Optimization exercise on an open flow, not production practice. RTL: at most simulated, not proved equivalent. Function not checked: run 1. Clock network not from TritonCTS: runs 3 to 8. The clock port is an ideal driver here. Power: default activity.

<file path="flow/run.sh">
#!/bin/bash
# Own layout flow: the standard ORFS flow (standard.sh) with these changes.
#  1. Technology mapping: synthesis is run once with each area-oriented ABC script
#     flow/abc_*.script in place of ORFS's delay-oriented one (the rest of synthesis
#     is unchanged, so the registers keep the standard synthesis's names and cell
#     types), and the layout is made from the one with the smallest cell area.
#  2. Ports are buffered with sky130_fd_sc_hd__buf_1 (every port still gets a buffer).
#  3. flow/cts_args.txt, if present, gives clock_tree_synthesis's arguments.
# Each tool run's output goes to a log file of its own in this folder.
set -euo pipefail
here=$(pwd)
common=("BUFFER_PORTS_ARGS=-buffer_cell sky130_fd_sc_hd__buf_1")
if [[ -f "$here/flow/cts_args.txt" ]]; then
  common+=("CTS_ARGS=$(tr '\n' ' ' < "$here/flow/cts_args.txt")")
fi
best=""; best_area=""
for f in "$here"/flow/abc_*.script; do
  name=$(basename "$f" .script)
  rm -rf "$here/scripts_$name" "$here/try_$name"
  cp -r "$FLOW_HOME/scripts" "$here/scripts_$name"
  cp "$f" "$here/scripts_$name/abc_speed.script"
  if bash standard.sh "${common[@]}" SCRIPTS_DIR="$here/scripts_$name" WORK_HOME="$here/try_$name" synth \
      > "$here/synth_$name.log" 2>&1; then
    area=$(awk '/Chip area for module/ {print $NF}' "$here/try_$name"/reports/*/Digital_clock/base/synth_stat.txt | tail -1)
    echo "$name $area" >> "$here/synth_areas.log"
    if [[ -n "$area" ]] && { [[ -z "$best" ]] || awk -v a="$area" -v b="$best_area" 'BEGIN{exit !(a < b)}'; }; then
      best=$name; best_area=$area
    fi
  fi
done
echo "chosen $best $best_area" >> "$here/synth_areas.log"
bash standard.sh "${common[@]}" SCRIPTS_DIR="$here/scripts_$best" finish > "$here/layout.log" 2>&1
</file>
<file path="flow/abc_B.script">
&get -n
&st
&syn2
&dch
&nf -R 1000 -p
&put
</file>
<file path="flow/cts_args.txt">
-sink_clustering_enable -repair_clock_nets -buf_list "sky130_fd_sc_hd__clkbuf_4 sky130_fd_sc_hd__clkbuf_8" -dont_use_dummy_load
</file>
<file path="standard.sh">
#!/bin/bash
# synth_recipe.tcl (not shown) runs the flow's synth.tcl, then flattens the netlist and writes it again
# the make line also repeats each setting of config.mk as NAME=value (left out here)
make -C /OpenROAD-flow-scripts/flow DESIGN_CONFIG=/design/flow/config.mk WORK_HOME=/design/flow/orfs CLKGATE_MAP_FILE= SYNTH_SCRIPT=/design/flow/synth_recipe.tcl "${@:-finish}"
</file>
<file path="config.mk">
export PLATFORM = sky130hd
export DESIGN_NAME = Digital_clock
export DESIGN_NICKNAME = Digital_clock
export VERILOG_FILES = /design/flow/design.v
export SDC_FILE = /design/flow/constraint.sdc
export NUM_CORES = 4
export LEC_CHECK = 0
export CAP_MARGIN = 20
export CORE_AREA = 3 3 61 61
export DIE_AREA = 0 0 64 64
export PLACE_DENSITY = 0.9
export SLEW_MARGIN = 20
</file>
<file path="constraint.sdc">
create_clock -name core_clock -period 10.0 [get_ports {clk}]
set_input_delay 2.0000 -clock core_clock [delete_from_list [all_inputs] [get_ports {clk}]]
set_output_delay 2.0000 -clock core_clock [all_outputs]
set_load 0.01 [all_outputs]
</file>
<file path="design.v">
`timescale 1ns / 1ps
module Digital_clock(input clk, reset, input [1:0] en, output reg [6:0] segments, output reg [3:0] anode);
reg [3:0] p;
reg [1:0] s;
reg [5:0] q;
reg [3:0] su, mu;
reg [2:0] st, mt;
wire ph4 = p[2] & ~p[1] & p[0];
wire ph9 = ~p[3] & ~p[1];
wire wrap = ph4 & (s[1] & ~s[0]);
wire t0 = ph9 & (~s[1] & ~s[0]) & (q[4] & q[3] & ~q[2] & ~q[1] & q[0]);
wire t1 = t0 & (su[3] & ~su[2] & su[1]);
wire t2 = t1 & (st[2] & st[0]);
wire t3 = t2 & (mu[3] & ~mu[2] & mu[1]);
always @(posedge clk, posedge reset) begin
    if (reset) begin
        p <= 4'd3; s <= 2'd0; q <= 6'd0; su <= 4'd6; mu <= 4'd6; st <= 3'd6; mt <= 3'd6;
    end else begin
        p[0] <= p[0] ^ ((p[3] & p[1]) | (p[3] & ~p[2]));
        p[1] <= p[0];
        p[2] <= p[1];
        p[3] <= p[2];
        s[0] <= ph4 ? (~s[1]) : s[0];
        s[1] <= ph4 ? (s[0]) : s[1];
        q[0] <= wrap ? (~q[0]) : q[0];
        q[1] <= q[1] ^ (wrap & ((~q[5] & q[0]) | (~q[4] & q[0])));
        q[2] <= q[2] ^ (wrap & (q[1] & q[0]));
        q[3] <= q[3] ^ (wrap & (q[2] & q[1] & q[0]));
        q[4] <= q[4] ^ (wrap & ((q[5] & q[4] & q[0]) | (q[3] & q[2] & q[1] & q[0])));
        q[5] <= q[5] ^ (wrap & ((q[5] & q[4] & q[0]) | (q[4] & q[3] & q[2] & q[1] & q[0])));
        su[0] <= su[0] ^ (t0 & ((su[3] & su[1]) | (su[3] & ~su[2])));
        su[1] <= t0 ? (su[0]) : su[1];
        su[2] <= t0 ? (su[1]) : su[2];
        su[3] <= t0 ? (su[2]) : su[3];
        st[0] <= t1 ? (~st[2]) : st[0];
        st[1] <= t1 ? (st[0]) : st[1];
        st[2] <= t1 ? (st[1]) : st[2];
        mu[0] <= mu[0] ^ (t2 & ((mu[3] & mu[1]) | (mu[3] & ~mu[2])));
        mu[1] <= t2 ? (mu[0]) : mu[1];
        mu[2] <= t2 ? (mu[1]) : mu[2];
        mu[3] <= t2 ? (mu[2]) : mu[3];
        mt[0] <= t3 ? (~mt[2]) : mt[0];
        mt[1] <= t3 ? (mt[0]) : mt[1];
        mt[2] <= t3 ? (mt[1]) : mt[2];
    end
end
reg [3:0] d;
always @(*) begin
    case (s)
        2'd0: begin anode = 4'b1110; d = su; end
        2'd1: begin anode = 4'b1101; d = {1'b0, st[2], st[1], st[0]}; end
        2'd3: begin anode = 4'b1011; d = mu; end
        2'd2: begin anode = 4'b0111; d = {1'b0, mt[2], mt[1], mt[0]}; end
        default: begin anode = 4'b1110; d = su; end
    endcase
    segments[0] = d[2] & ~d[0];
    segments[1] = (d[3] & ~d[0]) | (~d[3] & ~d[1]);
    segments[2] = (~d[3] & d[0]) | (~d[2] & d[0]) | (d[2] & ~d[1] & ~d[0]) | (d[3] & d[2] & ~d[0]);
    segments[3] = (~d[3] & ~d[2] & d[1]) | (d[3] & d[2] & ~d[0]) | (d[2] & ~d[1] & ~d[0]);
    segments[4] = ~d[2] & ~d[0];
    segments[5] = d[2] & d[1] & d[0];
    segments[6] = (~d[3] & ~d[2] & d[1]) | (d[2] & ~d[1] & ~d[0]);
end
endmodule
</file>
==> key figures, run 1 <==
Synth
  • Post-synthesis register bit count: 26
  • Synthesized Nets: between 100 and 150
  • Top cells by area, synth: dfrtp_1, dfstp_2, mux2_1, nor2_1, o22ai_1
  • Cells after Synth: around 110
  • Synth unique cells: 26
  • Main synth FF type: dfrtp_1
  • Ys Warns: 1
  • Share of the synthesized area in the top cell type: 0.347
  • Sequential share of the synthesized area: 0.574
  • Synth Area per Inst: around 11 um^2
  • Post-synth EDFFs: 0
  • Post-synthesis async set-or-reset flop share: 1.00
  • Mapped cell area: about 1200 um^2
  • Synth area leader: dfrtp_1

Floorplanning
  • Starting Density: 0.369
  • Die Wd: 64 um
  • Number of cell rows: 20
  • Num ports: 15
  • Die Ht: around 64 um

Placed design
  • Routability cong.: 0.804
  • Hpwl dp: 1.55 mm
  • Port Buffer Count: 12
  • Area post-placement: around 1300 um^2
  • Placed cells: 163
  • Pre-CTS setup slack: between 6000 and 7000 ps

Run status
  • Tool error: [ERROR STA-0564] clock_tree_synthesis positional arguments not supported.
  • Status: aborted with a tool error
  • Failing step: 4_1_cts
[how the worst max path moves through the flow]
| stage | startpoint | end | cells past startpoint |
|---|---|---|---|
| 2_1_floorplan | s[0] | segments[3] | 6 |
| 3_3_place_gp | s[0] | segments[2] | 6 |
| 3_5_place_dp | s[0] | segments[2] | 6 |
[metrics by stage]
step	hold slack (ps)	total power (uW)
3_5_place_dp	377	109
3_3_place_gp	374	109
2_1_floorplan	367	109
[Yosys cell counts, types with 2 or more instances]
library cell / instances
nand3_1: 3
nor2b_1: 2
nor3_1: 2
xnor2_1: 3
dfrtp_1: 16
dfstp_2: 10
o21ai_0: 6
o22ai_1: 6
mux2_1: 8
nand2b_1: 3
nor2_1: 13
clkinv_1: 5
a21oi_1: 7
nand2_1: 7
a31oi_1: 2
and3_1: 2
xor2_1: 3
[power groups by stage]
| stage | clock network [uW] | registers (uW) | logic [uW] |
|---|---|---|---|
| 2_1_floorplan | 0 | 107 | 1.53 |
| 3_3_place_gp | 0 | 107 | 2.18 |
| 3_5_place_dp | 0 | 107 | 2.26 |
[logic make-up after synthesis]
group,Yosys count,synth area share
xor gates and xnor gates,6,0.0455
muxes,9,0.0867
DFF,26,0.574
AOI/OAI and AO/OA,23,0.115
and+or+nand+nor,38,0.163
buffers and inverters,5,0.0163
==> run 2: changes to the inputs <==
==> design.v (replaced) <==
`timescale 1ns / 1ps
module Digital_clock(input clk, reset, input [1:0] en, output reg [6:0] segments, output reg [3:0] anode);
reg [3:0] p;
reg [1:0] s;
reg [5:0] q;
reg [3:0] su, mu;
reg [2:0] st, mt;
wire ph4 = p[2] & ~p[1] & p[0];
wire ph9 = ~p[3] & ~p[1];
wire wrap = ph4 & (s[1] & ~s[0]);
wire t0 = ph9 & (~s[1] & ~s[0]) & (q[4] & q[3] & ~q[2] & ~q[1] & q[0]);
wire t1 = t0 & (su[3] & su[2] & ~su[1]);
wire t2 = t1 & (~st[2] & st[0]);
wire t3 = t2 & (mu[3] & mu[2] & ~mu[1]);
always @(posedge clk, posedge reset) begin
    if (reset) begin
        p <= 4'd3; s <= 2'd0; q <= 6'd0; su <= 4'd0; mu <= 4'd0; st <= 3'd0; mt <= 3'd0;
    end else begin
        p[0] <= p[0] ^ ((p[3] & p[1]) | (p[3] & ~p[2]));
        p[1] <= p[0];
        p[2] <= p[1];
        p[3] <= p[2];
        s[0] <= ph4 ? (~s[1]) : s[0];
        s[1] <= ph4 ? (s[0]) : s[1];
        q[0] <= wrap ? (~q[0]) : q[0];
        q[1] <= q[1] ^ (wrap & ((~q[5] & q[0]) | (~q[4] & q[0])));
        q[2] <= q[2] ^ (wrap & (q[1] & q[0]));
        q[3] <= q[3] ^ (wrap & (q[2] & q[1] & q[0]));
        q[4] <= q[4] ^ (wrap & ((q[5] & q[4] & q[0]) | (q[3] & q[2] & q[1] & q[0])));
        q[5] <= q[5] ^ (wrap & ((q[5] & q[4] & q[0]) | (q[4] & q[3] & q[2] & q[1] & q[0])));
        su[0] <= su[0] ^ (t0 & ((su[3] & ~su[1]) | (su[3] & su[2])));
        su[1] <= t0 ? (~su[0]) : su[1];
        su[2] <= t0 ? (su[1]) : su[2];
        su[3] <= t0 ? (~su[2]) : su[3];
        st[0] <= t1 ? (st[2]) : st[0];
        st[1] <= t1 ? (~st[0]) : st[1];
        st[2] <= t1 ? (st[1]) : st[2];
        mu[0] <= mu[0] ^ (t2 & ((mu[3] & ~mu[1]) | (mu[3] & mu[2])));
        mu[1] <= t2 ? (~mu[0]) : mu[1];
        mu[2] <= t2 ? (mu[1]) : mu[2];
        mu[3] <= t2 ? (~mu[2]) : mu[3];
        mt[0] <= t3 ? (mt[2]) : mt[0];
        mt[1] <= t3 ? (~mt[0]) : mt[1];
        mt[2] <= t3 ? (mt[1]) : mt[2];
    end
end
reg [3:0] d;
always @(*) begin
    case (s)
        2'd0: begin anode = 4'b1110; d = su; end
        2'd1: begin anode = 4'b1101; d = {1'b0, st[2], st[1], st[0]}; end
        2'd3: begin anode = 4'b1011; d = mu; end
        2'd2: begin anode = 4'b0111; d = {1'b0, mt[2], mt[1], mt[0]}; end
        default: begin anode = 4'b1110; d = su; end
    endcase
    segments[0] = ~d[2] & ~d[0];
    segments[1] = (d[3] & ~d[0]) | (~d[3] & d[1]);
    segments[2] = (~d[3] & d[0]) | (d[3] & ~d[2] & ~d[0]) | (~d[2] & d[1] & ~d[0]) | (d[2] & d[0]);
    segments[3] = (~d[3] & d[2] & ~d[1]) | (d[3] & ~d[2] & ~d[0]) | (~d[2] & d[1] & ~d[0]);
    segments[4] = d[2] & ~d[0];
    segments[5] = ~d[2] & ~d[1] & d[0];
    segments[6] = (~d[2] & d[1] & ~d[0]) | (~d[3] & d[2] & ~d[1]);
end
endmodule
==> flow/abc_A.script (new file) <==
&get -n
&st
&dch
&nf -R 1000
&put
==> flow/abc_M.script (new file) <==
&get -n
&st
&dc2
&dch -f
&nf -R 1000 -p
&put
==> flow/abc_N.script (new file) <==
&get -n
&st
&dch -f
&nf -R 1000
&put
==> flow/abc_O.script (new file) <==
&get -n
&st
&dch
&nf -R 1000 -Q 10
&put
==> flow/abc_P.script (new file) <==
&get -n
&st
&dch
&nf -R 1000 -E 10
&put
==> flow/abc_Q.script (new file) <==
&get -n
&st
&dch
&nf -R 1000 -C 32 -F 8 -A 8
&put
==> flow/cts_args.txt (replaced) <==
-sink_clustering_enable -repair_clock_nets -buf_list sky130_fd_sc_hd__clkbuf_8 -dont_use_dummy_load
==> run 2 against run 1 <==
Compared with the run above:
- synthesized area fell by 1.1%
- now clean on timing, DRC and antenna
- synthesized cell count increased by 4.7%
==> key figures, run 2 <==
Synth
  • Top post-synthesis cells by count: dfrtp_1, nand2_1, nor2_1
  • Post-synthesis register bit count: 26
  • Main synth FF type: dfrtp_1
  • Top cells by area, synth: dfrtp_1, mux2_1, nand2_1, dfstp_2, o21ai_0
  • Synth unique cells: 23
  • Share of the synthesized area in the top cell type: 0.526
  • Synthesized Nets: roughly 120
  • Synth Area per Inst: a little over 10 um^2
  • Post-synth EDFFs: 0
  • Synth area leader: dfrtp_1
  • Ys Warns: 1
  • Mapped cell area: between 1000 and 1500 um^2
  • Most numerous cell in the Yosys netlist: dfrtp_1
  • Cells after Synth: around 110
  • Sequential share of the synthesized area: 0.572
  • Post-synthesis async set-or-reset flop share: 1.00

Clocking
  • CTS clock-pin slew for the worst setup and hold paths: approximately 80 ps
  • Hold Buf Count CTS: 0
  • Num Clock Sinks: 26
  • # resized after CTS: 0
  • Number of setup buffers added after CTS: 0
  • CTS Buf Count: 3
  • Clock Latency Late Sink: between 200 and 300 ps
  • CTS tree: done

Final layout
  • Number of flip-flops in the largest register: 6
  • N_diodes: 0
  • Fin util: 0.410
  • Design Area, Final: 1280 um^2
  • Commonest cells after routing, fill and taps aside: dfrtp_1, nand2_1, nor2_1, buf_1, o21ai_0
  • NumNets Final: approximately 130
  • Filler Cells Inserted: around 320
  • Area grow syn2layout: 12.4%
  • Commonest non-fill, non-tap cell in the layout: dfrtp_1
  • Most flops, register: q
  • Share of post-route cells with drive strength above 1: 0.0394

Critical path
  • Crit path cell chain: or2_0, o22ai_1, nor2_1, nor2_1, o21ai_0, nand2_1, buf_1
  • Buf/Inv on CP: 1
  • Crit-path max FO: 7
  • Critical path depth: 7
  • Reg2Reg Depth: 7
  • Setup CP Type: register to primary output
  • Top Family by Delay on Critical Path: simple AND/OR/NAND/NOR gates
  • Critical Path AT: a little under 2000 ps
  • WP data required: 8000 ps
  • Startpoint Class: register
  • CP endpoint kind: primary output
  • Master of the slowest instance on the critical path: dfrtp_1
  • CP dominant cell by count: nor2_1
  • Worst path max stage delay: 450 ps

Flow run
  • Max Cap Viol: 0

STA
  • Setup slack after layout: between 6000 and 7000 ps
  • Slew @ Worst Pin: ~900 ps
  • Achievable clock frequency: between 200 and 300 MHz
  • Final hold viol count: 0
  • Final setup fails: 0
  • Rel. slew slack: 0.399
  • Setup TNS: 0 ps
  • Fin crit period: 3950 ps
  • Fin Clk Skew: ~6.5 ps
  • Final count of pins violating max slew: 0
  • Final Cycle Share: 0.395
  • RSZ-0062 raised after global routing: no

Power
  • Switch Pwr: between 30 and 40 uW
  • Sw Share: 0.196
  • P_int: ~130 uW
  • Overall Power: approximately 160 uW
  • Clock share of power: 0.349
  • Comb power frac: 0.013
  • Static Leak: approximately 0.00058 uW
  • Pwr/cell area: ~130 nW/um^2
  • Maximum vdd drop: about 0.000057 V
  • Register share of total power: 0.639

Floorplanning
  • Starting Density: 0.365
  • Core footprint: approximately 3100 um^2
  • Die ar.: slightly above 4000 um^2
  • Die Wd: ~64 um
  • Die Ht: roughly 64 um
  • Num ports: 15
  • Number of cell rows: 20

Run status
  • Status: timing/DRC/antenna clean

Route
  • DRC Markers: 0
  • Via Count: approximately 850
  • Total wire length: 2.00 mm
  • DRT Pass-1 Iters: 4
  • DR vias/cell: 4.99
  • Average wire per standard cell: about 12 um
  • Final ANT Viol Nets: 0
  • DR iter-0 viols: 10

Hold path
  • Worst hold stages: 0
  • Min-delay worst type: register to register

Global route
  • Largest net degree at the start of global routing: 27
  • Vias in the first global route: around 800
  • Initial antenna violation count: 0
  • Global-route wire length before repair: ~3.6 mm
  • Total GRT Usage: 0.112
  • Total congestion overflow: 0

Placed design
  • Pre-CTS setup slack: around 6300 ps
  • Hpwl dp: between 1.5 and 2 mm
  • Area post-placement: around 1200 um^2
  • Routability cong.: 0.804
  • Port Buffer Count: 12
## run 2: kinds of logic after synthesis
| group | Yosys count | share of synthesized area |
|---|---|---|
| xor+xnor | 6 | 0.0460 |
| buf+inv | 5 | 0.0164 |
| compound gates | 22 | 0.105 |
| simple gates | 46 | 0.194 |
| flops | 26 | 0.572 |
| mux | 7 | 0.0668 |
## run 2: final timing paths
check / start / end / slack [ps]
max in group asynchronous: reset / st[0] / 7810
max reg2reg: s[0] / mt[0] / 6810
min: p[0] / p[1] / 390
min reg2reg: p[0] / p[1] / 390
min in group asynchronous: reset / q[0] / 1770
max: s[0] / segments[2] / 6050
## run 2: per-layer routing
metal | track usage | vias to the layer above | part of all wire
met2 | 0.159 | 14 | 0.45
met4 | 0.0728 | 0 | 0.028
li1 | - | 422 | -
met5 | 0 | - | 0
met1 | 0.151 | 412 | 0.48
met3 | 0.0264 | 5 | 0.037
## run 2: layout make-up
cell class | count | area (um^2) | area share
inverters | 5 | 18.8 | 0.0146
flip-flops and latches | 26 | 653 | 0.509
repair buffers | 12 | 45.0 | 0.0351
well taps | 44 | 55.1 | 0.0429
multi-input cells | 81 | 470 | 0.366
clock buffers | 3 | 41.3 | 0.0322
## run 2: per-stage QoR
stage / hold slack [ps] / instances
2_1_floorplan: 367 / 112
6_report: 386 / 171
3_5_place_dp: 375 / 168
3_3_place_gp: 372 / 168
4_1_cts: 387 / 171
5_1_grt: 396 / 171
## run 2: power groups by stage
stage,combinational [uW],clock [uW],sequential [uW]
floorplan,1.55,0,107
global placement,2.17,0,107
detailed placement,2.27,0,107
CTS,2.27,60.4,105
global route,2.46,63.2,105
finish,2.07,57.3,105
==> run 3: changes to the inputs <==
--- a/flow/run.sh
+++ b/flow/run.sh
@@ -6,6 +6,8 @@
 #     types), and the layout is made from the one with the smallest cell area.
 #  2. Ports are buffered with sky130_fd_sc_hd__buf_1 (every port still gets a buffer).
 #  3. flow/cts_args.txt, if present, gives clock_tree_synthesis's arguments.
+#  4. If flow/onebuf.tcl exists, it replaces clock_tree_synthesis: the clock tree is one
+#     clock buffer that drives every register (the rest of the CTS step is unchanged).
 # Each tool run's output goes to a log file of its own in this folder.
 set -euo pipefail
 here=$(pwd)
@@ -19,6 +21,9 @@
   rm -rf "$here/scripts_$name" "$here/try_$name"
   cp -r "$FLOW_HOME/scripts" "$here/scripts_$name"
   cp "$f" "$here/scripts_$name/abc_speed.script"
+  if [[ -f "$here/flow/onebuf.tcl" ]]; then
+    sed -i "s|^log_cmd clock_tree_synthesis .*|source $here/flow/onebuf.tcl|" "$here/scripts_$name/cts.tcl"
+  fi
   if bash standard.sh "${common[@]}" SCRIPTS_DIR="$here/scripts_$name" WORK_HOME="$here/try_$name" synth \
       > "$here/synth_$name.log" 2>&1; then
     area=$(awk '/Chip area for module/ {print $NF}' "$here/try_$name"/reports/*/Digital_clock/base/synth_stat.txt | tail -1)
==> flow/onebuf.tcl (new file) <==
# Clock tree of one buffer: the clk port drives one sky130_fd_sc_hd__clkbuf_16,
# placed at the centre of the clock sinks, which drives every clock sink.
set block [ord::get_db_block]
set clk_net [[$block findBTerm clk] getNet]
set sinks [$clk_net getITerms]
set master [[ord::get_db] findMaster sky130_fd_sc_hd__clkbuf_16]
set buf [odb::dbInst_create $block $master clkbuf_0_clk]
set leaf [odb::dbNet_create $block clknet_0_clk]
$leaf setSigType CLOCK
$clk_net setSigType CLOCK
set sx 0; set sy 0; set n 0
foreach it $sinks {
  set inst [$it getInst]
  set loc [$inst getLocation]
  incr sx [lindex $loc 0]; incr sy [lindex $loc 1]; incr n
  $it disconnect
  $it connect $leaf
}
[$buf findITerm A] connect $clk_net
[$buf findITerm X] connect $leaf
$buf setLocation [expr {$sx / $n}] [expr {$sy / $n}]
$buf setPlacementStatus PLACED
global_connect
set_propagated_clock [all_clocks]
puts "onebuf: clkbuf_16 drives $n clock sinks"
removed: flow/cts_args.txt
==> run 3 against run 2 <==
Compared with the run above:
- fmax up 2.8%
- synthesized area unchanged
- critical path depth unchanged
- register-to-register slack better by 30 ps
- utilization down 0.52 points
- sequential share of layout area increased by 0.65 points
- cell count shrank 1.2%
- clock skew is 4.8 ps lower
- first-iteration DRC count grew 40%
- combinational power hardly changed
- total power shrank 8.8%
- clock power is 25% lower
- critical endpoint unchanged
==> key figures, run 3 <==
Synth
  • Synth area leader: dfrtp_1
  • Sequential share of the synthesized area: 0.572
  • Main synth FF type: dfrtp_1
  • Cells after Synth: between 100 and 150
  • Synth Area per Inst: a little over 10 um^2
  • Top cells by area, synth: dfrtp_1, mux2_1, nand2_1, dfstp_2, o21ai_0
  • Synthesized Nets: 116
  • Share of the synthesized area in the top cell type: 0.526
  • Synth unique cells: 23
  • Post-synthesis register bit count: 26
  • Post-synthesis async set-or-reset flop share: 1.00
  • Most numerous cell in the Yosys netlist: dfrtp_1
  • Ys Warns: 1
  • Mapped cell area: 1140 um^2
  • Post-synth EDFFs: 0
  • Top post-synthesis cells by count: dfrtp_1, nand2_1, nor2_1

Route
  • DRC Markers: 0
  • Via Count: between 800 and 900
  • Average wire per standard cell: about 12 um
  • Total wire length: roughly 2 mm
  • DR vias/cell: 4.92
  • DRT Pass-1 Iters: 4
  • Final ANT Viol Nets: 0
  • DR iter-0 viols: 14

Clocking
  • Number of setup buffers added after CTS: 0
  • Clock Latency Late Sink: 150 ps
  • Hold Buf Count CTS: 0
  • CTS clock-pin slew for the worst setup and hold paths: 90 ps
  • # resized after CTS: 0

Run status
  • Status: timing/DRC/antenna clean

Placed design
  • Routability cong.: 0.804
  • Pre-CTS setup slack: ~6300 ps
  • Hpwl dp: 1.51 mm
  • Port Buffer Count: 12
  • Area post-placement: ~1200 um^2

Final layout
  • Area grow syn2layout: 11.0%
  • Share of post-route cells with drive strength above 1: 0.0240
  • Number of flip-flops in the largest register: 6
  • Fin util: 0.405
  • N_diodes: 0
  • Commonest non-fill, non-tap cell in the layout: dfrtp_1
  • Design Area, Final: 1270 um^2
  • NumNets Final: ~130
  • Commonest cells after routing, fill and taps aside: dfrtp_1, nand2_1, nor2_1, buf_1, o21ai_0
  • Most flops, register: q

STA
  • Achievable clock frequency: around 260 MHz
  • Final count of pins violating max slew: 0
  • Setup slack after layout: around 6200 ps
  • Fin Clk Skew: roughly 1.7 ps
  • Final setup fails: 0
  • Rel. slew slack: 0.402
  • Final hold viol count: 0
  • Setup TNS: 0 ps
  • Slew @ Worst Pin: between 800 and 900 ps
  • Final Cycle Share: 0.385
  • RSZ-0062 raised after global routing: no
  • Fin crit period: 3850 ps

Floorplanning
  • Number of cell rows: 20
  • Die Wd: between 60 and 70 um
  • Die Ht: roughly 64 um
  • Die ar.: 4100 um^2
  • Num ports: 15
  • Core footprint: between 3000 and 4000 um^2
  • Starting Density: 0.365

Power
  • Comb power frac: 0.014
  • Pwr/cell area: 118 nW/um^2
  • Maximum vdd drop: approximately 0.000046 V
  • Switch Pwr: roughly 26 uW
  • Register share of total power: 0.701
  • Overall Power: about 150 uW
  • Sw Share: 0.176
  • P_int: 124 uW
  • Clock share of power: 0.285
  • Static Leak: approximately 0.00057 uW

Critical path
  • Setup CP Type: register to primary output
  • CP endpoint kind: primary output
  • Critical Path AT: approximately 1900 ps
  • Crit-path max FO: 7
  • Startpoint Class: register
  • WP data required: roughly 8000 ps

Global route
  • Initial antenna violation count: 0
  • Vias in the first global route: a little under 800
  • Largest net degree at the start of global routing: 27
  • Global-route wire length before repair: approximately 3.5 mm
  • Total congestion overflow: 0
  • Total GRT Usage: 0.0996

Hold path
  • Min-delay worst type: register to register

Flow run
  • Max Cap Viol: 0
run 3: cell counts after synthesis:
No cell type changed its count.
run 3: final timing paths:
| path | startpoint | end | slack, ps | cells past startpoint |
|---|---|---|---|---|
| setup / recovery | s[0] | segments[2] | 6150 | 7 |
| hold reg to reg | p[0] | p[1] | 390 | 0 |
| max in group asynchronous | reset | st[2] | 7700 | 2 |
| min in group asynchronous | reset | q[0] | 1880 | 2 |
| hold / removal | p[0] | p[1] | 390 | 0 |
| setup reg to reg | s[0] | mt[0] | 6840 | 7 |
run 3: routing by layer:
layer / track usage / wire [um] / up-vias
met2: 0.157 / 883 / 7
met5: 0 / 0 / -
met3: 0.00527 / 41 / 2
li1: - / - / 417
met4: 0.00809 / 19 / 0
met1: 0.155 / 1000 / 406
run 3: stage by stage:
stage / cells / hold slack, ps
after detailed placement: 168 / 375
final: 169 / 388
after CTS: 169 / 389
after global placement: 168 / 372
after global routing: 169 / 397
after floorplan: 112 / 367
run 3: area by class of cell:
cell class / instances / area, um^2
Buffer: 1 / 25.0
Fill cell: 318 / 1860
Inverter: 5 / 18.8
Multi-Input combinational cell: 81 / 470
Sequential cell: 26 / 653
Tap cell: 44 / 55.1
Timing Repair Buffer: 12 / 45.0
run 3: worst max-delay path: stages (launching register included):
cell	delay (ps)
dfrtp_1	450
or2_0	360
o22ai_1	240
nor2_1	120
nor2_1	160
o21ai_0	130
nand2_1	70
buf_1	150
run 3: cell families after synthesis:
family                 share of synthesized area
AO/OA/AOI/OAI                              0.105
XOR/XNOR                                  0.0460
buffers and inverters                     0.0164
flip-flops                                 0.572
multiplexers                              0.0668
AND/OR/NAND/NOR                            0.194
run 3: power groups by stage:
| stage | clock [uW] | combinational, uW | sequential [uW] |
|---|---|---|---|
| after CTS | 45.2 | 2.27 | 105 |
| after detailed placement | 0 | 2.27 | 107 |
| after floorplan | 0 | 1.55 | 107 |
| final | 42.8 | 2.06 | 105 |
| after global routing | 47.3 | 2.46 | 105 |
| after global placement | 0 | 2.17 | 107 |
==> run 4: changes to the inputs <==
--- a/flow/onebuf.tcl
+++ b/flow/onebuf.tcl
@@ -1,9 +1,9 @@
-# Clock tree of one buffer: the clk port drives one sky130_fd_sc_hd__clkbuf_16,
+# Clock tree of one buffer: the clk port drives one sky130_fd_sc_hd__buf_12,
 # placed at the centre of the clock sinks, which drives every clock sink.
 set block [ord::get_db_block]
 set clk_net [[$block findBTerm clk] getNet]
 set sinks [$clk_net getITerms]
-set master [[ord::get_db] findMaster sky130_fd_sc_hd__clkbuf_16]
+set master [[ord::get_db] findMaster sky130_fd_sc_hd__buf_12]
 set buf [odb::dbInst_create $block $master clkbuf_0_clk]
 set leaf [odb::dbNet_create $block clknet_0_clk]
 $leaf setSigType CLOCK
@@ -22,4 +22,4 @@
 $buf setPlacementStatus PLACED
 global_connect
 set_propagated_clock [all_clocks]
-puts "onebuf: clkbuf_16 drives $n clock sinks"
+puts "onebuf: buf_12 drives $n clock sinks"
removed: flow/abc_A.script
removed: flow/abc_M.script
removed: flow/abc_N.script
removed: flow/abc_O.script
removed: flow/abc_P.script
removed: flow/abc_Q.script
==> run 4 against run 3 <==
Compared with the run above:
- largest cell class unchanged
- critical path depth is the same
- register-to-register slack barely moved
- routed wire length is essentially flat
- fmax increased by 0.68%
- clock skew is 0.79 ps higher
- synthesized cell count stayed put
- utilization decreased by 0.16 points
- worst hold slack improved by 0.57 ps
- flip-flop and latch count unchanged
- still clean on timing, DRC and antenna
==> key figures, run 4 <==
Run status
  • Status: timing/DRC/antenna clean

Placed design
  • Routability cong.: between 0.8 and 0.9
  • Port Buffer Count: 12
  • Pre-CTS setup slack: roughly 6300 ps
  • Hpwl dp: approximately 1.5 mm

Global route
  • Largest net degree at the start of global routing: 27
  • Global-route wire length before repair: between 3 and 4 mm
  • Initial antenna violation count: 0
  • Total congestion overflow: 0
  • Vias in the first global route: around 780
  • Total GRT Usage: 0.0996

Power
  • Switch Pwr: 26.6 uW
  • Comb power frac: 0.014
  • Pwr/cell area: roughly 120 nW/um^2
  • Maximum vdd drop: a little over 0.00006 V
  • Static Leak: roughly 0.00057 uW
  • P_int: roughly 120 uW
  • Clock share of power: 0.276
  • Sw Share: 0.180
  • Register share of total power: 0.710

Final layout
  • N_diodes: 0
  • Commonest non-fill, non-tap cell in the layout: dfrtp_1
  • Reg area: around 650 um^2
  • Share of post-route cells with drive strength above 1: 0.0240
  • Filler Cells Inserted: 318
  • Area grow syn2layout: 10.5%
  • Area of the multi-input gates: 470 um^2
  • Number of flip-flops in the largest register: 6
  • Commonest cells after routing, fill and taps aside: dfrtp_1, nand2_1, nor2_1, buf_1, o21ai_0
  • Most flops, register: q
  • NumNets Final: between 100 and 150

Synth
  • Main synth FF type: dfrtp_1
  • Top cells by area, synth: dfrtp_1, mux2_1, nand2_1, dfstp_2, o21ai_0
  • Sequential share of the synthesized area: 0.572
  • Mapped cell area: around 1100 um^2
  • Synth area leader: dfrtp_1
  • Synthesized Nets: between 100 and 150
  • Post-synth EDFFs: 0
  • Ys Warns: 1
  • Top post-synthesis cells by count: dfrtp_1, nand2_1, nor2_1
  • Synth Area per Inst: between 10 and 15 um^2
  • Synth unique cells: 23
  • Post-synthesis register bit count: 26
  • Post-synthesis async set-or-reset flop share: 1.00
  • Cells after Synth: ~110
  • Share of the synthesized area in the top cell type: 0.526
  • Most numerous cell in the Yosys netlist: dfrtp_1

Floorplanning
  • Starting Density: 0.365
  • Die ar.: between 4000 and 5000 um^2
  • Core footprint: 3130 um^2
  • Num ports: 15
  • Die Ht: about 64 um
  • Die Wd: between 60 and 70 um
  • Number of cell rows: 20

Critical path
  • Setup CP Type: register to primary output
  • CP dominant cell by count: nor2_1
  • CP endpoint kind: primary output
  • Buf/Inv on CP: 1
  • Crit path cell chain: or2_0, o22ai_1, nor2_1, nor2_1, o21ai_0, nand2_1, buf_1
  • Worst path max stage delay: 460 ps
  • Critical Path AT: ~1800 ps
  • WP data required: 8000 ps
  • Crit-path max FO: 7
  • Startpoint Class: register
  • Top Family by Delay on Critical Path: simple AND/OR/NAND/NOR gates
  • Master of the slowest instance on the critical path: dfrtp_1

Clocking
  • # resized after CTS: 0
  • CTS clock-pin slew for the worst setup and hold paths: 100 ps
  • Number of setup buffers added after CTS: 0
  • Clock Latency Late Sink: 130 ps
  • Hold Buf Count CTS: 0

STA
  • Setup TNS: 0 ps
  • RSZ-0062 raised after global routing: no
  • Final count of pins violating max slew: 0
  • Fin Clk Skew: between 2 and 2.5 ps
  • Final Cycle Share: 0.382
  • Slew @ Worst Pin: around 890 ps
  • Final hold viol count: 0
  • Achievable clock frequency: 262 MHz
  • Setup slack after layout: about 6200 ps
  • Rel. slew slack: 0.401
  • Final setup fails: 0
  • Fin crit period: roughly 3800 ps
  • Worst Hold Margin: 389 ps

Route
  • Final ANT Viol Nets: 0
  • DR vias/cell: ~4.9
  • DRC Markers: 0
  • Routed wl met2: slightly below 900 um
  • DRT Pass-1 Iters: 4
  • Average wire per standard cell: 11.5 um
  • Wl on met1: between 1 and 1.5 mm
  • DR iter-0 viols: 7
  • Via Count: between 800 and 900
  • Total wire length: approximately 1.9 mm
  • Detail Route met3 WL: between 40 and 50 um
  • Top Layer Used: met4

Hold path
  • Min-delay worst type: register to register

Flow run
  • Max Cap Viol: 0
run 4: cell counts after synthesis:
Identical to the previous run, type by type.
run 4: stage by stage:
stage | cell area (um^2) | cells | power [uW] | utilization
final | 1260 | 169 | 148 | 0.404
after global routing | 1260 | 169 | 153 | 0.404
after CTS | 1260 | 169 | 150 | 0.404
after detailed placement | 1240 | 168 | 109 | 0.397
after global placement | 1240 | 168 | 109 | 0.397
after floorplan | 1140 | 112 | 109 | -
run 4: path summary, 6_finish.rpt:
check	startpoint	to	slack (ps)	cells past startpoint
worst min-delay path	p[0]	p[1]	390	0
worst min register to register	p[0]	p[1]	390	0
max in group asynchronous	reset	st[2]	7680	2
min in group asynchronous	reset	q[0]	1910	2
worst max-delay path	s[0]	segments[2]	6180	7
worst max register to register	s[0]	mt[0]	6830	7
run 4: logic make-up after synthesis:
kind of cell | synth area share
AOI/OAI and AO/OA | 0.105
xor gates and xnor gates | 0.0460
and+or+nand+nor | 0.194
muxes | 0.0668
DFF | 0.572
buffers and inverters | 0.0164
run 4: metal layers:
metal | global-route usage | vias up
met4 | 0.00809 | 0
li1 | - | 416
met3 | 0.00527 | 2
met1 | 0.155 | 401
met5 | 0 | -
met2 | 0.157 | 9
run 4: cell type report:
cell class              instances  area share
flip-flops and latches         26       0.517
multi-input cells              81       0.373
well taps                      44      0.0436
inverters                       5      0.0149
repair buffers                 12      0.0357
plain buffers                   1      0.0159
run 4: power by group through the flow:
stage          combinational (uW)  clock, uW  sequential (uW)
5_1_grt                      2.46       45.0              105
3_5_place_dp                 2.27          0              107
6_report                     2.07       41.0              105
2_1_floorplan                1.55          0              107
3_3_place_gp                 2.17          0              107
4_1_cts                      2.27       42.9              105
==> run 5: changes to the inputs <==
--- a/design.v
+++ b/design.v
@@ -5,29 +5,29 @@
 reg [5:0] q;
 reg [3:0] su, mu;
 reg [2:0] st, mt;
-wire ph4 = p[2] & ~p[1] & p[0];
-wire ph9 = ~p[3] & ~p[1];
-wire wrap = ph4 & (s[1] & ~s[0]);
+wire ph4 = p[3] & p[1] & p[0];
+wire ph9 = ~p[3] & ~p[2] & ~p[0];
+wire en50 = ph4 & (s[1] & ~s[0]);
 wire t0 = ph9 & (~s[1] & ~s[0]) & (q[4] & q[3] & ~q[2] & ~q[1] & q[0]);
 wire t1 = t0 & (su[3] & su[2] & ~su[1]);
 wire t2 = t1 & (~st[2] & st[0]);
 wire t3 = t2 & (mu[3] & mu[2] & ~mu[1]);
 always @(posedge clk, posedge reset) begin
     if (reset) begin
-        p <= 4'd3; s <= 2'd0; q <= 6'd0; su <= 4'd0; mu <= 4'd0; st <= 3'd0; mt <= 3'd0;
+        p <= 4'd1; s <= 2'd0; q <= 6'd0; su <= 4'd0; mu <= 4'd0; st <= 3'd0; mt <= 3'd0;
     end else begin
-        p[0] <= p[0] ^ ((p[3] & p[1]) | (p[3] & ~p[2]));
+        p[0] <= p[0] ^ ((~p[3] & ~p[0]) | (~p[3] & p[1]));
         p[1] <= p[0];
         p[2] <= p[1];
         p[3] <= p[2];
         s[0] <= ph4 ? (~s[1]) : s[0];
         s[1] <= ph4 ? (s[0]) : s[1];
-        q[0] <= wrap ? (~q[0]) : q[0];
-        q[1] <= q[1] ^ (wrap & ((~q[5] & q[0]) | (~q[4] & q[0])));
-        q[2] <= q[2] ^ (wrap & (q[1] & q[0]));
-        q[3] <= q[3] ^ (wrap & (q[2] & q[1] & q[0]));
-        q[4] <= q[4] ^ (wrap & ((q[5] & q[4] & q[0]) | (q[3] & q[2] & q[1] & q[0])));
-        q[5] <= q[5] ^ (wrap & ((q[5] & q[4] & q[0]) | (q[4] & q[3] & q[2] & q[1] & q[0])));
+        q[0] <= en50 ? (~q[0]) : q[0];
+        q[1] <= q[1] ^ (en50 & ((~q[5] & q[0]) | (~q[4] & q[0])));
+        q[2] <= q[2] ^ (en50 & (q[1] & q[0]));
+        q[3] <= q[3] ^ (en50 & (q[2] & q[1] & q[0]));
+        q[4] <= q[4] ^ (en50 & ((q[5] & q[4] & q[0]) | (q[3] & q[2] & q[1] & q[0])));
+        q[5] <= q[5] ^ (en50 & ((q[5] & q[4] & q[0]) | (q[4] & q[3] & q[2] & q[1] & q[0])));
         su[0] <= su[0] ^ (t0 & ((su[3] & ~su[1]) | (su[3] & su[2])));
         su[1] <= t0 ? (~su[0]) : su[1];
         su[2] <= t0 ? (su[1]) : su[2];
==> flow/abc_A.script (new file) <==
&get -n
&st
&dch
&nf -R 1000
&put
==> flow/abc_B5.script (new file) <==
&get -n
&st
&syn2
&dch
&nf -R 1000 -p -E 10
&put
==> flow/abc_B6.script (new file) <==
&get -n
&st
&syn2
&dch
&nf -R 1000
&put
==> flow/abc_B8.script (new file) <==
&get -n
&st
&syn2
&if -K 4 -a
&mfs
&st
&dch
&nf -R 1000 -p
&put
==> flow/abc_M.script (new file) <==
&get -n
&st
&dc2
&dch -f
&nf -R 1000 -p
&put
==> flow/abc_N.script (new file) <==
&get -n
&st
&dch -f
&nf -R 1000
&put
==> flow/abc_O.script (new file) <==
&get -n
&st
&dch
&nf -R 1000 -Q 10
&put
==> flow/abc_P.script (new file) <==
&get -n
&st
&dch
&nf -R 1000 -E 10
&put
==> flow/abc_Q.script (new file) <==
&get -n
&st
&dch
&nf -R 1000 -C 32 -F 8 -A 8
&put
==> run 5 against run 4 <==
Compared with the run above:
- still clean
- via count up 2.4%
- flip-flop and latch count unchanged
- synthesized cell count down 1.8%
- critical path type unchanged
- largest cell class unchanged
==> key figures, run 5 <==
Placed design
  • Hpwl dp: between 1.5 and 2 mm
  • Routability cong.: 0.826
  • Pre-CTS setup slack: ~6300 ps
  • Port Buffer Count: 12
  • Area post-placement: 1230 um^2

Power
  • Static Leak: between 0.0005 and 0.0006 uW
  • Maximum vdd drop: roughly 0.000086 V
  • Pwr/cell area: about 120 nW/um^2

Final layout
  • Number of flip-flops in the largest register: 6
  • Most flops, register: q
  • N_diodes: 0
  • Commonest non-fill, non-tap cell in the layout: dfrtp_1
  • Share of post-route cells with drive strength above 1: 0.0163
  • Design Area, Final: about 1300 um^2
  • Commonest cells after routing, fill and taps aside: dfrtp_1, nand2_1, nor2_1
  • Filler Cells Inserted: between 300 and 400
  • NumNets Final: ~130
  • Area grow syn2layout: 10.6%

Critical path
  • Setup CP Type: register to primary output
  • Crit-path max FO: 7
  • Startpoint Class: register
  • Crit path cell chain: nor2_1, clkinv_1, o22ai_1, nor2_1, nor2_1, o21ai_0, nand2_1, buf_1
  • CP endpoint kind: primary output
  • Critical Path AT: 1880 ps
  • Master of the slowest instance on the critical path: dfrtp_1
  • CP dominant cell by count: nor2_1
  • Worst path max stage delay: between 400 and 500 ps
  • WP data required: about 8000 ps

Synth
  • Synth area leader: dfrtp_1
  • Main synth FF type: dfrtp_1
  • Synth Area per Inst: about 10 um^2
  • Post-synthesis mux area share: 0.0686
  • Synthesized Nets: ~110
  • Post-synthesis async set-or-reset flop share: 1.00
  • Synth Area in Simple Gates: 0.190
  • Mapped cell area: around 1100 um^2
  • Synth unique cells: 25
  • Ys Warns: 1
  • Main combinational cell family by area after synthesis: simple AND/OR/NAND/NOR gates
  • Top post-synthesis cells by count: dfrtp_1, nand2_1, nor2_1
  • Top cells by area, synth: dfrtp_1, mux2_1, nand2_1, nor2_1, o21ai_0
  • Sequential share of the synthesized area: 0.576
  • Adder-cell share of the synthesized area: 0
  • Most numerous cell in the Yosys netlist: dfrtp_1
  • Synth Area in XOR/XNOR: 0.0310
  • Post-synth EDFFs: 0
  • Synth Area in Compound Gates: 0.121
  • Share of the synthesized area in the top cell type: 0.553
  • Post-synthesis register bit count: 26
  • Cells after Synth: 110

STA
  • Fin Clk Skew: about 2.1 ps
  • Rel. slew slack: 0.397
  • Final Cycle Share: 0.388
  • Fin crit period: ~3900 ps
  • Setup slack after layout: 6120 ps
  • Final setup fails: 0
  • Setup TNS: 0 ps
  • Final count of pins violating max slew: 0
  • Slew @ Worst Pin: ~900 ps
  • RSZ-0062 raised after global routing: no
  • Final hold viol count: 0
  • Achievable clock frequency: approximately 260 MHz

Hold path
  • Min-delay worst type: register to register

Floorplanning
  • Die Ht: 64 um
  • Core footprint: 3130 um^2
  • Num ports: 15
  • Starting Density: 0.362
  • Number of cell rows: 20
  • Die ar.: between 4000 and 5000 um^2
  • Die Wd: roughly 64 um

Route
  • DR vias/cell: 5.08
  • DRC Markers: 0
  • Total wire length: ~2 mm
  • Final ANT Viol Nets: 0
  • Via Count: 848
  • Average wire per standard cell: around 12 um
  • DRT Pass-1 Iters: 4
  • DR iter-0 viols: 43

Global route
  • Global-route wire length before repair: approximately 3.6 mm
  • Total GRT Usage: 0.102
  • Total congestion overflow: 0
  • Largest net degree at the start of global routing: 27
  • Initial antenna violation count: 0
  • Vias in the first global route: between 700 and 800

Flow run
  • Max Cap Viol: 0

Clocking
  • # resized after CTS: 0
  • CTS clock-pin slew for the worst setup and hold paths: 100 ps
  • Hold Buf Count CTS: 0
  • Number of setup buffers added after CTS: 0
  • Clock Latency Late Sink: roughly 130 ps

Run status
  • Status: timing/DRC/antenna clean
run 5: where the power goes:
group | switching (uW) | total (uW) | internal [uW]
Clock | 25.2 | 41.5 | 16.3
Combinational | 1.96 | 2.08 | 0.120
Sequential | 0 | 105 | 105
Total | 27.2 | 149 | 122
run 5: worst paths after layout:
check	startpoint	to	slack, ps	cells after the start
min in group asynchronous	reset	q[4]	1910	2
min reg2reg	p[2]	p[3]	390	0
max reg2reg	q[2]	mt[2]	7000	6
max in group asynchronous	reset	mu[3]	7680	2
min	p[2]	p[3]	390	0
max	s[0]	segments[2]	6120	8
run 5: per-layer routing:
layer / vias to the layer above / wire (um) / global-route usage
li1: 416 / - / -
met1: 408 / 997 / 0.158
met2: 22 / 912 / 0.159
met3: 2 / 102 / 0.00879
met4: 0 / 25 / 0.0108
met5: - / 0 / 0
run 5: final cells by class:
cell class,count,area (um^2),share of cell area
flip-flops and latches,26,652,0.521
inverters,4,15.0,0.0120
multi-input cells,80,464,0.371
plain buffers,1,20.0,0.0160
well taps,44,55.1,0.0440
repair buffers,12,45.0,0.0360
run 5: cell families after synthesis:
family | count (synthesis)
and+or+nand+nor | 45
DFF | 26
AOI/OAI and AO/OA | 24
muxes | 7
xor gates and xnor gates | 4
buffers and inverters | 4
run 5: per-stage QoR:
step | power (uW) | cells | utilization | hold slack, ps
floorplan | 109 | 110 | - | 355
finish | 149 | 167 | 0.400 | 390
global route | 153 | 167 | 0.400 | 391
CTS | 151 | 167 | 0.400 | 385
global placement | 109 | 166 | 0.394 | 367
detailed placement | 109 | 166 | 0.394 | 361
run 5: worst max-delay path: cells and delay by family, from the launching register on:
family                 cells  cell delay (ps)
DFF                        1              460
AOI/OAI and AO/OA          2              370
buffers and inverters      2              310
and+or+nand+nor            4              610
==> run 6: changes to the inputs <==
--- a/flow/run.sh
+++ b/flow/run.sh
@@ -11,6 +11,9 @@
 # Each tool run's output goes to a log file of its own in this folder.
 set -euo pipefail
 here=$(pwd)
+# keep every temporary file (Yosys/ABC make them) inside the work folder
+mkdir -p "$here/tmp"
+export TMPDIR="$here/tmp"
 common=("BUFFER_PORTS_ARGS=-buffer_cell sky130_fd_sc_hd__buf_1")
 if [[ -f "$here/flow/cts_args.txt" ]]; then
   common+=("CTS_ARGS=$(tr '\n' ' ' < "$here/flow/cts_args.txt")")
==> run 6 against run 5 <==
Compared with the run above:
- still clean on timing, DRC and antenna
- worst hold slack unchanged
- total power stayed put
- via count unchanged
- worst setup slack did not move
- register-to-register slack is essentially flat
- flip-flop and latch count unchanged
- largest power group unchanged
==> key figures, run 6 <==
STA
  • Slew @ Worst Pin: approximately 900 ps
  • Achievable clock frequency: roughly 260 MHz
  • Final count of pins violating max slew: 0
  • Rel. slew slack: 0.397
  • Fin crit period: slightly below 4000 ps
  • Setup TNS: 0 ps
  • Final Cycle Share: 0.388
  • RSZ-0062 raised after global routing: no
  • Final hold viol count: 0
  • Final setup fails: 0
  • Fin Clk Skew: approximately 2.1 ps
  • Worst Hold Margin: about 390 ps

Power
  • Sw Share: 0.183
  • P_int: 122 uW
  • Switch Pwr: roughly 27 uW
  • Maximum vdd drop: around 0.000086 V
  • Pwr/cell area: about 120 nW/um^2
  • Static Leak: roughly 0.00058 uW
  • Comb power frac: 0.014
  • Clock share of power: 0.279
  • Register share of total power: 0.707

Synth
  • Share of the synthesized area in the top cell type: 0.553
  • Mapped cell area: 1130 um^2
  • Synth unique cells: 25
  • Post-synthesis async set-or-reset flop share: 1.00
  • Top cells by area, synth: dfrtp_1, mux2_1, nand2_1, nor2_1, o21ai_0
  • Post-synth EDFFs: 0
  • Ys Warns: 1
  • Synth Area per Inst: 10.3 um^2
  • Most numerous cell in the Yosys netlist: dfrtp_1
  • Main synth FF type: dfrtp_1
  • Synth area leader: dfrtp_1
  • Cells after Synth: 110
  • Sequential share of the synthesized area: 0.576
  • Synthesized Nets: around 110
  • Post-synthesis register bit count: 26
  • Top post-synthesis cells by count: dfrtp_1, nand2_1, nor2_1

Global route
  • Global-route wire length before repair: ~3.6 mm
  • Total congestion overflow: 0
  • Vias in the first global route: between 700 and 800
  • Total GRT Usage: 0.102
  • Initial antenna violation count: 0
  • Largest net degree at the start of global routing: 27

Route
  • Average wire per standard cell: around 12 um
  • Final ANT Viol Nets: 0
  • Total wire length: 2.04 mm
  • DRT Pass-1 Iters: 4
  • DR vias/cell: 5.08
  • DRC Markers: 0
  • Via Count: 848
  • DR iter-0 viols: 43

Floorplanning
  • Die ar.: between 4000 and 5000 um^2
  • Core footprint: between 3000 and 4000 um^2
  • Number of cell rows: 20
  • Die Ht: about 64 um
  • Num ports: 15
  • Starting Density: 0.362
  • Die Wd: between 60 and 70 um

Critical path
  • CP startpoint: s[0]
  • WP data required: about 8000 ps
  • Startpoint Class: register
  • Critical Path AT: approximately 1900 ps
  • RR Startpoint: q[2]
  • Worst reg-to-reg setup slack: 7000 ps
  • Crit-path max FO: 7
  • CP endpoint kind: primary output
  • Setup CP Type: register to primary output

Placed design
  • Port Buffer Count: 12
  • Routability cong.: 0.826
  • Placed cells: around 170
  • Hpwl dp: about 1.5 mm

Final layout
  • Most flops, register: q
  • NumNets Final: about 130
  • Area grow syn2layout: 10.6%
  • N_diodes: 0
  • Commonest non-fill, non-tap cell in the layout: dfrtp_1
  • Commonest cells after routing, fill and taps aside: dfrtp_1, nand2_1, nor2_1
  • Share of post-route cells with drive strength above 1: 0.0163
  • Number of flip-flops in the largest register: 6
  • Non-Filler Instances: 167

Run status
  • Status: timing/DRC/antenna clean

Clocking
  • Clock Latency Late Sink: between 100 and 150 ps
  • Hold Buf Count CTS: 0
  • # resized after CTS: 0
  • CTS clock-pin slew for the worst setup and hold paths: roughly 100 ps
  • Number of setup buffers added after CTS: 0

Flow run
  • Max Cap Viol: 0

Hold path
  • Hold Crit Start: p[2]
  • Min-delay worst type: register to register
## run 6: cell counts after synthesis
No cell type changed its count.
## run 6: critical path: stages (launching register included)
cell	delay [ps]
dfrtp_1	460
nor2_1	230
clkinv_1	170
o22ai_1	230
nor2_1	120
nor2_1	180
o21ai_0	140
nand2_1	80
buf_1	140
## run 6: power by group through the flow
stage	sequential (uW)	combinational [uW]	clock, uW
after floorplan	107	1.56	0
after global placement	107	2.18	0
after detailed placement	107	2.26	0
after CTS	105	2.28	43.3
after global routing	105	2.53	45.7
final	105	2.08	41.5
## run 6: layer usage
| metal | track usage | share of wire | up-vias |
|---|---|---|---|
| met2 | 0.159 | 0.45 | 22 |
| met1 | 0.158 | 0.49 | 408 |
| met4 | 0.0108 | 0.012 | 0 |
| li1 | - | - | 416 |
| met3 | 0.00879 | 0.050 | 2 |
| met5 | 0 | 0 | - |
## run 6: final timing paths
check | to | depth (start not counted)
worst max register to register | mt[2] | 6
min in group asynchronous | q[4] | 2
max in group asynchronous | mu[3] | 2
worst min-delay path | p[3] | 0
worst min register to register | p[3] | 0
worst max-delay path | segments[2] | 8
## run 6: area by class of cell
type | count | area, um^2
Buffer | 1 | 20.0
Sequential cell | 26 | 652
Fill cell | 316 | 1880
Timing Repair Buffer | 12 | 45.0
Tap cell | 44 | 55.1
Multi-Input combinational cell | 80 | 464
Inverter | 4 | 15.0
## run 6: logic make-up (layout without fill, tap and decap cells)
| family | Yosys count | after routing | share of synthesized area |
|---|---|---|---|
| AND/OR/NAND/NOR | 45 | 45 | 0.190 |
| flip-flops | 26 | 26 | 0.576 |
| AO/OA/AOI/OAI | 24 | 24 | 0.121 |
| multiplexers | 7 | 7 | 0.0686 |
| XOR/XNOR | 4 | 4 | 0.0310 |
| buffers and inverters | 4 | 17 | 0.0133 |
## run 6: stage by stage
| stage | area (um^2) | utilization | setup slack, ps | power, uW |
|---|---|---|---|---|
| 4_1_cts | 1250 | 0.400 | 6110 | 151 |
| 5_1_grt | 1250 | 0.400 | 5820 | 153 |
| 3_3_place_gp | 1230 | 0.394 | 6340 | 109 |
| 2_1_floorplan | 1130 | - | 6420 | 109 |
| 3_5_place_dp | 1230 | 0.394 | 6290 | 109 |
| 6_report | 1250 | 0.400 | 6120 | 149 |
==> run 7: changes to the inputs <==
--- a/design.v
+++ b/design.v
@@ -5,23 +5,23 @@
 reg [5:0] q;
 reg [3:0] su, mu;
 reg [2:0] st, mt;
-wire ph4 = p[3] & p[1] & p[0];
-wire ph9 = ~p[3] & ~p[2] & ~p[0];
-wire en50 = ph4 & (s[1] & ~s[0]);
-wire t0 = ph9 & (~s[1] & ~s[0]) & (q[4] & q[3] & ~q[2] & ~q[1] & q[0]);
+wire ph4 = ~p[3] & ~p[1] & ~p[0];
+wire ph9 = p[3] & p[2] & p[0];
+wire en50 = ph9 & (~s[1] & s[0]);
+wire t0 = en50 & (q[4] & q[3] & ~q[2] & ~q[1] & ~q[0]);
 wire t1 = t0 & (su[3] & su[2] & ~su[1]);
 wire t2 = t1 & (~st[2] & st[0]);
 wire t3 = t2 & (mu[3] & mu[2] & ~mu[1]);
 always @(posedge clk, posedge reset) begin
     if (reset) begin
-        p <= 4'd1; s <= 2'd0; q <= 6'd0; su <= 4'd0; mu <= 4'd0; st <= 3'd0; mt <= 3'd0;
+        p <= 4'd14; s <= 2'd1; q <= 6'd0; su <= 4'd0; mu <= 4'd0; st <= 3'd0; mt <= 3'd0;
     end else begin
-        p[0] <= p[0] ^ ((~p[3] & ~p[0]) | (~p[3] & p[1]));
+        p[0] <= (~p[3] & p[0]) | (p[3] & ~p[1] & ~p[0]);
         p[1] <= p[0];
         p[2] <= p[1];
         p[3] <= p[2];
-        s[0] <= ph4 ? (~s[1]) : s[0];
-        s[1] <= ph4 ? (s[0]) : s[1];
+        s[0] <= ph4 ? (s[1]) : s[0];
+        s[1] <= ph4 ? (~s[0]) : s[1];
         q[0] <= en50 ? (~q[0]) : q[0];
         q[1] <= q[1] ^ (en50 & ((~q[5] & q[0]) | (~q[4] & q[0])));
         q[2] <= q[2] ^ (en50 & (q[1] & q[0]));
@@ -47,10 +47,10 @@
 reg [3:0] d;
 always @(*) begin
     case (s)
-        2'd0: begin anode = 4'b1110; d = su; end
-        2'd1: begin anode = 4'b1101; d = {1'b0, st[2], st[1], st[0]}; end
-        2'd3: begin anode = 4'b1011; d = mu; end
-        2'd2: begin anode = 4'b0111; d = {1'b0, mt[2], mt[1], mt[0]}; end
+        2'd1: begin anode = 4'b1110; d = su; end
+        2'd0: begin anode = 4'b1101; d = {1'b0, st[2], st[1], st[0]}; end
+        2'd2: begin anode = 4'b1011; d = mu; end
+        2'd3: begin anode = 4'b0111; d = {1'b0, mt[2], mt[1], mt[0]}; end
         default: begin anode = 4'b1110; d = su; end
     endcase
     segments[0] = ~d[2] & ~d[0];
==> run 7 against run 6 <==
Compared with the run above:
- design area about the same
- flip-flop and latch count unchanged
- total power down 0.65%
- via count down 3.1%
- critical path depth unchanged
- critical endpoint unchanged
==> key figures, run 7 <==
Floorplanning
  • Core footprint: 3130 um^2
  • Starting Density: 0.359
  • Number of cell rows: 20
  • Die Wd: between 60 and 70 um
  • Num ports: 15
  • Die ar.: 4100 um^2
  • Die Ht: about 64 um

Hold path
  • Hold Crit Start: p[2]
  • Worst hold endpoint: p[3]
  • Min-delay worst type: register to register
  • Worst hold stages: 0

Synth
  • Ys Warns: 1
  • Post-synthesis async set-or-reset flop share: 1.00
  • Adder-cell share of the synthesized area: 0
  • Synth unique cells: 24
  • Cells after Synth: around 110
  • Mapped cell area: between 1000 and 1500 um^2
  • Most numerous cell in the Yosys netlist: dfrtp_1
  • Main synth FF type: dfrtp_1
  • Synth Area in Simple Gates: 0.173
  • Synth area leader: dfrtp_1
  • Main combinational cell family by area after synthesis: simple AND/OR/NAND/NOR gates
  • Synth Area per Inst: ~10 um^2
  • Post-synthesis register bit count: 26
  • Share of the synthesized area in the top cell type: 0.490
  • Sequential share of the synthesized area: 0.584
  • Post-synthesis mux area share: 0.0501
  • Top post-synthesis cells by count: dfrtp_1, nor2_1, nand2_1
  • Post-synth EDFFs: 0
  • Synth Area in XOR/XNOR: 0.0390
  • Synthesized Nets: ~110
  • Top cells by area, synth: dfrtp_1, dfstp_2, mux2_1, nor2_1, a21oi_1
  • Synth Area in Compound Gates: 0.138

Clocking
  • CTS clock-pin slew for the worst setup and hold paths: approximately 100 ps
  • Hold Buf Count CTS: 0
  • Number of setup buffers added after CTS: 0
  • Clock Latency Late Sink: around 130 ps
  • # resized after CTS: 0

STA
  • Fin crit period: a little over 4000 ps
  • RSZ-0062 raised after global routing: no
  • Slew @ Worst Pin: about 850 ps
  • Final Cycle Share: 0.405
  • Rel. slew slack: 0.430
  • Final hold viol count: 0
  • Setup TNS: 0 ps
  • Final count of pins violating max slew: 0
  • Final setup fails: 0
  • Achievable clock frequency: around 250 MHz
  • Fin Clk Skew: approximately 5.9 ps

Placed design
  • Hpwl dp: 1.39 mm
  • Area post-placement: 1220 um^2
  • Placed cells: about 170
  • Port Buffer Count: 12
  • Routability cong.: just over 0.8

Final layout
  • Share of post-route cells with drive strength above 1: 0.0492
  • Commonest non-fill, non-tap cell in the layout: dfrtp_1
  • Most flops, register: q
  • Design Area, Final: ~1200 um^2
  • Number of flip-flops in the largest register: 6
  • NumNets Final: ~130
  • Commonest cells after routing, fill and taps aside: dfrtp_1, nor2_1, buf_1
  • Area grow syn2layout: 11.2%
  • N_diodes: 0
  • Non-Filler Instances: approximately 170
  • Filler Cells Inserted: ~320

Critical path
  • Setup CP Type: register to primary output
  • RR Startpoint: s[0]
  • CP dominant cell by count: nor2_1
  • Worst reg-to-reg setup slack: between 6000 and 7000 ps
  • Master of the slowest instance on the critical path: dfstp_2
  • Crit path cell chain: nor2b_1, clkinv_1, o22ai_1, nor2_1, nor2_1, o21ai_0, nand2_1, buf_1
  • Crit-path max FO: 6
  • Reg2Reg Depth: 7
  • WP data required: ~8000 ps
  • Worst reg2reg path endpoint: mt[2]
  • Startpoint Class: register
  • Critical Path AT: slightly above 2000 ps
  • CP endpoint kind: primary output
  • Worst path max stage delay: approximately 570 ps

Power
  • Static Leak: 0.000540 uW
  • Maximum vdd drop: between 0.00005 and 0.00006 V
  • Pwr/cell area: between 100 and 150 nW/um^2
  • Overall Power: roughly 150 uW

Global route
  • Total GRT Usage: 0.0902
  • Global-route wire length before repair: roughly 3.2 mm
  • Total congestion overflow: 0
  • Largest net degree at the start of global routing: 27
  • Vias in the first global route: ~770
  • Initial antenna violation count: 0

Route
  • Via Count: just over 800
  • Average wire per standard cell: 10.9 um
  • Total wire length: ~1.8 mm
  • DR iter-0 viols: 41
  • DRT Pass-1 Iters: 4
  • Final ANT Viol Nets: 0
  • DRC Markers: 0
  • DR vias/cell: between 4 and 5

Flow run
  • Max Cap Viol: 0

Run status
  • Status: timing/DRC/antenna clean
run 7: changes by cell type after synthesis, moves of 4 or more:
cell     delta
nand3_1     -4
nor2b_1     +4
nand2_1     -5
a21oi_1     +5
run 7: layout make-up:
type	count	area (um^2)	area share
flip-flops and latches	26	656	0.525
inverters	5	18.8	0.0150
well taps	44	55.1	0.0440
plain buffers	1	20.0	0.0160
multi-input cells	78	455	0.364
repair buffers	12	45.0	0.0360
run 7: metal layers:
metal  vias up  global-route usage  share of wire  wire length (um)
met4         0              0.0135          0.015                27
met1       394               0.125           0.49               878
met2        15               0.155           0.46               830
li1        411                   -              -                 -
met3         2             0.00879          0.041                74
met5         -                   0              0                 0
run 7: metrics by stage:
step           hold slack [ps]  worst slack (ps)  utilization
4_1_cts                    372              5950        0.398
2_1_floorplan              354              6270            -
3_3_place_gp               355              6190        0.391
5_1_grt                    379              5710        0.400
3_5_place_dp               360              6120        0.391
6_report                   371              5950        0.400
run 7: how the worst max path moves through the flow:
| stage | start | end | slack [ps] | cells past startpoint |
|---|---|---|---|---|
| after floorplan | s[0] | segments[2] | 6270 | 7 |
| after global placement | s[0] | segments[2] | 6190 | 8 |
| after detailed placement | s[0] | segments[2] | 6120 | 8 |
| after CTS | s[0] | segments[2] | 5950 | 8 |
| after global routing | s[0] | segments[3] | 5710 | 8 |
| final | s[0] | segments[2] | 5950 | 8 |
run 7: report_power, final:
group          switching (uW)  internal (uW)
logic                    1.85          0.120
registers                   0            105
clock network            24.3           16.3
run 7: cell families after synthesis:
family                    count (synthesis)
buffers and inverters                     5
AOI/OAI and AO/OA                        27
muxes                                     5
and+or+nand+nor                          41
xor gates and xnor gates                  5
DFF                                      26
run 7: worst max-delay path, delay by kind of cell, from the launching register on:
kind	cells	cell delay, ps
AOI/OAI and AO/OA	2	360
and+or+nand+nor	4	640
buffers and inverters	2	330
DFF	1	570
==> run 8: changes to the inputs <==
--- a/config.mk
+++ b/config.mk
@@ -5,8 +5,8 @@
 export SDC_FILE = /design/flow/constraint.sdc
 export NUM_CORES = 4
 export LEC_CHECK = 0
-export CAP_MARGIN = 20
+export CAP_MARGIN = 0
 export CORE_AREA = 3 3 61 61
 export DIE_AREA = 0 0 64 64
 export PLACE_DENSITY = 0.9
-export SLEW_MARGIN = 20
+export SLEW_MARGIN = 0
==> run 8 against run 7 <==
Compared with the run above:
- still clean
- clock power about the same
- synthesized area stayed put
- fmax hardly changed
- flip-flop and latch count is the same
- worst setup slack better by 2.7 ps
- clock skew fell by 1.3 ps
- via count shrank 0.36%
- combinational power about the same
- critical path depth is the same
- highest routed layer unchanged
==> key figures, run 8 <==
Final layout
  • Number of flip-flops in the largest register: 6
  • Area grow syn2layout: 10.7%
  • Commonest cells after routing, fill and taps aside: dfrtp_1, nor2_1, buf_1
  • NumNets Final: ~130
  • N_diodes: 0
  • Most flops, register: q
  • Share of post-route cells with drive strength above 1: 0.0410
  • Commonest non-fill, non-tap cell in the layout: dfrtp_1

Route
  • Via Count: approximately 820
  • Total wire length: about 1.8 mm
  • DR iter-0 viols: 48
  • DRC Markers: 0
  • DR vias/cell: between 4 and 5
  • Average wire per standard cell: around 11 um
  • DRT Pass-1 Iters: 4
  • Final ANT Viol Nets: 0

Synth
  • Mapped cell area: approximately 1100 um^2
  • Post-synth EDFFs: 0
  • Top post-synthesis cells by count: dfrtp_1, nor2_1, nand2_1
  • Synthesized Nets: 113
  • Main synth FF type: dfrtp_1
  • Share of the synthesized area in the top cell type: 0.490
  • Most numerous cell in the Yosys netlist: dfrtp_1
  • Synth unique cells: 24
  • Sequential share of the synthesized area: 0.584
  • Cells after Synth: 109
  • Synth Area per Inst: 10.3 um^2
  • Post-synthesis async set-or-reset flop share: 1.00
  • Top cells by area, synth: dfrtp_1, dfstp_2, mux2_1, nor2_1, a21oi_1
  • Synth area leader: dfrtp_1
  • Post-synthesis register bit count: 26
  • Ys Warns: 1

Global route
  • Largest net degree at the start of global routing: 27
  • Met3 Usage GRT: 0.00879
  • Global-route wire length before repair: 3.22 mm
  • Met1 usage: 0.125
  • Initial antenna violation count: 0
  • Total congestion overflow: 0
  • Global route hottest layer: met2
  • Met2 usage: 0.155
  • Total GRT Usage: 0.0902
  • Vias in the first global route: ~770

Floorplanning
  • Core footprint: ~3100 um^2
  • Number of cell rows: 20
  • Die Ht: around 64 um
  • Starting Density: 0.359
  • Num ports: 15
  • Die ar.: 4100 um^2
  • Die Wd: between 60 and 70 um

STA
  • Final Cycle Share: 0.405
  • Final setup fails: 0
  • Final hold viol count: 0
  • Final count of pins violating max slew: 0
  • Worst Hold Margin: roughly 370 ps
  • Slew @ Worst Pin: approximately 1100 ps
  • Rel. slew slack: 0.242
  • Achievable clock frequency: 247 MHz
  • RSZ-0062 raised after global routing: no
  • Setup TNS: 0 ps
  • Setup slack after layout: 5950 ps
  • Fin crit period: just over 4000 ps
  • Fin Clk Skew: around 4.6 ps

Flow run
  • Max Cap Viol: 0

Power
  • Maximum vdd drop: between 0.00005 and 0.00006 V
  • Register share of total power: 0.712
  • Clock share of power: 0.274
  • P_int: ~120 uW
  • Comb power frac: 0.013
  • Switch Pwr: approximately 26 uW
  • Sw Share: 0.177
  • Static Leak: around 0.00054 uW
  • Pwr/cell area: ~120 nW/um^2

Clocking
  • CTS clock-pin slew for the worst setup and hold paths: ~100 ps
  • Hold Buf Count CTS: 0
  • # resized after CTS: 0
  • Number of setup buffers added after CTS: 0
  • Clock Latency Late Sink: 130 ps

Critical path
  • Setup CP Type: register to primary output
  • Critical Path AT: approximately 2000 ps
  • Crit-path max FO: 6
  • Startpoint Class: register
  • CP endpoint kind: primary output
  • WP data required: approximately 8000 ps

Hold path
  • Min-delay worst type: register to register

Placed design
  • Pre-CTS setup slack: between 6000 and 7000 ps
  • Hpwl dp: around 1.4 mm
  • Routability cong.: 0.828
  • Port Buffer Count: 12

Run status
  • Status: timing/DRC/antenna clean
-- run 8: cell counts after synthesis --
No cell type changed its count.
-- run 8: layout make-up --
cell class	count	area (um^2)
fill	320	1880
timing repair buffer	12	45.0
buffer	1	20.0
sequential	26	656
tap	44	55.1
multi-input combinational	78	449
inverter	5	18.8
-- run 8: worst max-delay path: stages, from the launching register on --
cell and delay (ps):
dfstp_2 580, nor2b_1 280, clkinv_1 190, o22ai_1 220
nor2_1 110, nor2_1 180, o21ai_0 140, nand2_1 90
buf_1 140
-- run 8: stage by stage --
step	instances	instance area [um^2]	power, uW	util
after floorplan	109	1120	109	-
after global placement	165	1220	109	0.391
after detailed placement	165	1220	109	0.391
after CTS	166	1240	149	0.398
after global routing	166	1240	154	0.398
final	166	1240	148	0.398
-- run 8: worst paths after layout --
| kind | from | to | slack (ps) | cells after the start |
|---|---|---|---|---|
| min in group asynchronous | reset | q[3] | 1900 | 2 |
| setup / recovery | s[0] | segments[2] | 5950 | 8 |
| hold / removal | p[2] | p[3] | 370 | 0 |
| setup reg to reg | s[0] | mt[2] | 6110 | 7 |
| hold reg to reg | p[2] | p[3] | 370 | 0 |
| max in group asynchronous | reset | mu[1] | 7700 | 2 |
-- run 8: power by group through the flow --
| stage | registers [uW] | clock network (uW) | logic, uW |
|---|---|---|---|
| after global routing | 105 | 46.0 | 2.47 |
| after detailed placement | 107 | 0 | 2.22 |
| after floorplan | 107 | 0 | 1.55 |
| final | 105 | 40.5 | 1.99 |
| after CTS | 105 | 41.8 | 2.20 |
| after global placement | 107 | 0 | 2.19 |
-- run 8: metal layers --
layer / share of wire / vias to the layer above
met1: 0.49 / 391
met2: 0.45 / 13
met3: 0.038 / 2
li1: - / 413
met4: 0.015 / 0
met5: 0 / -
-- run 8: cells by family after synthesis --
logic type	Yosys count	synth area share
AOI/OAI and AO/OA	27	0.138
xor gates and xnor gates	5	0.0390
buffers and inverters	5	0.0167
DFF	26	0.584
muxes	5	0.0501
and+or+nand+nor	41	0.173
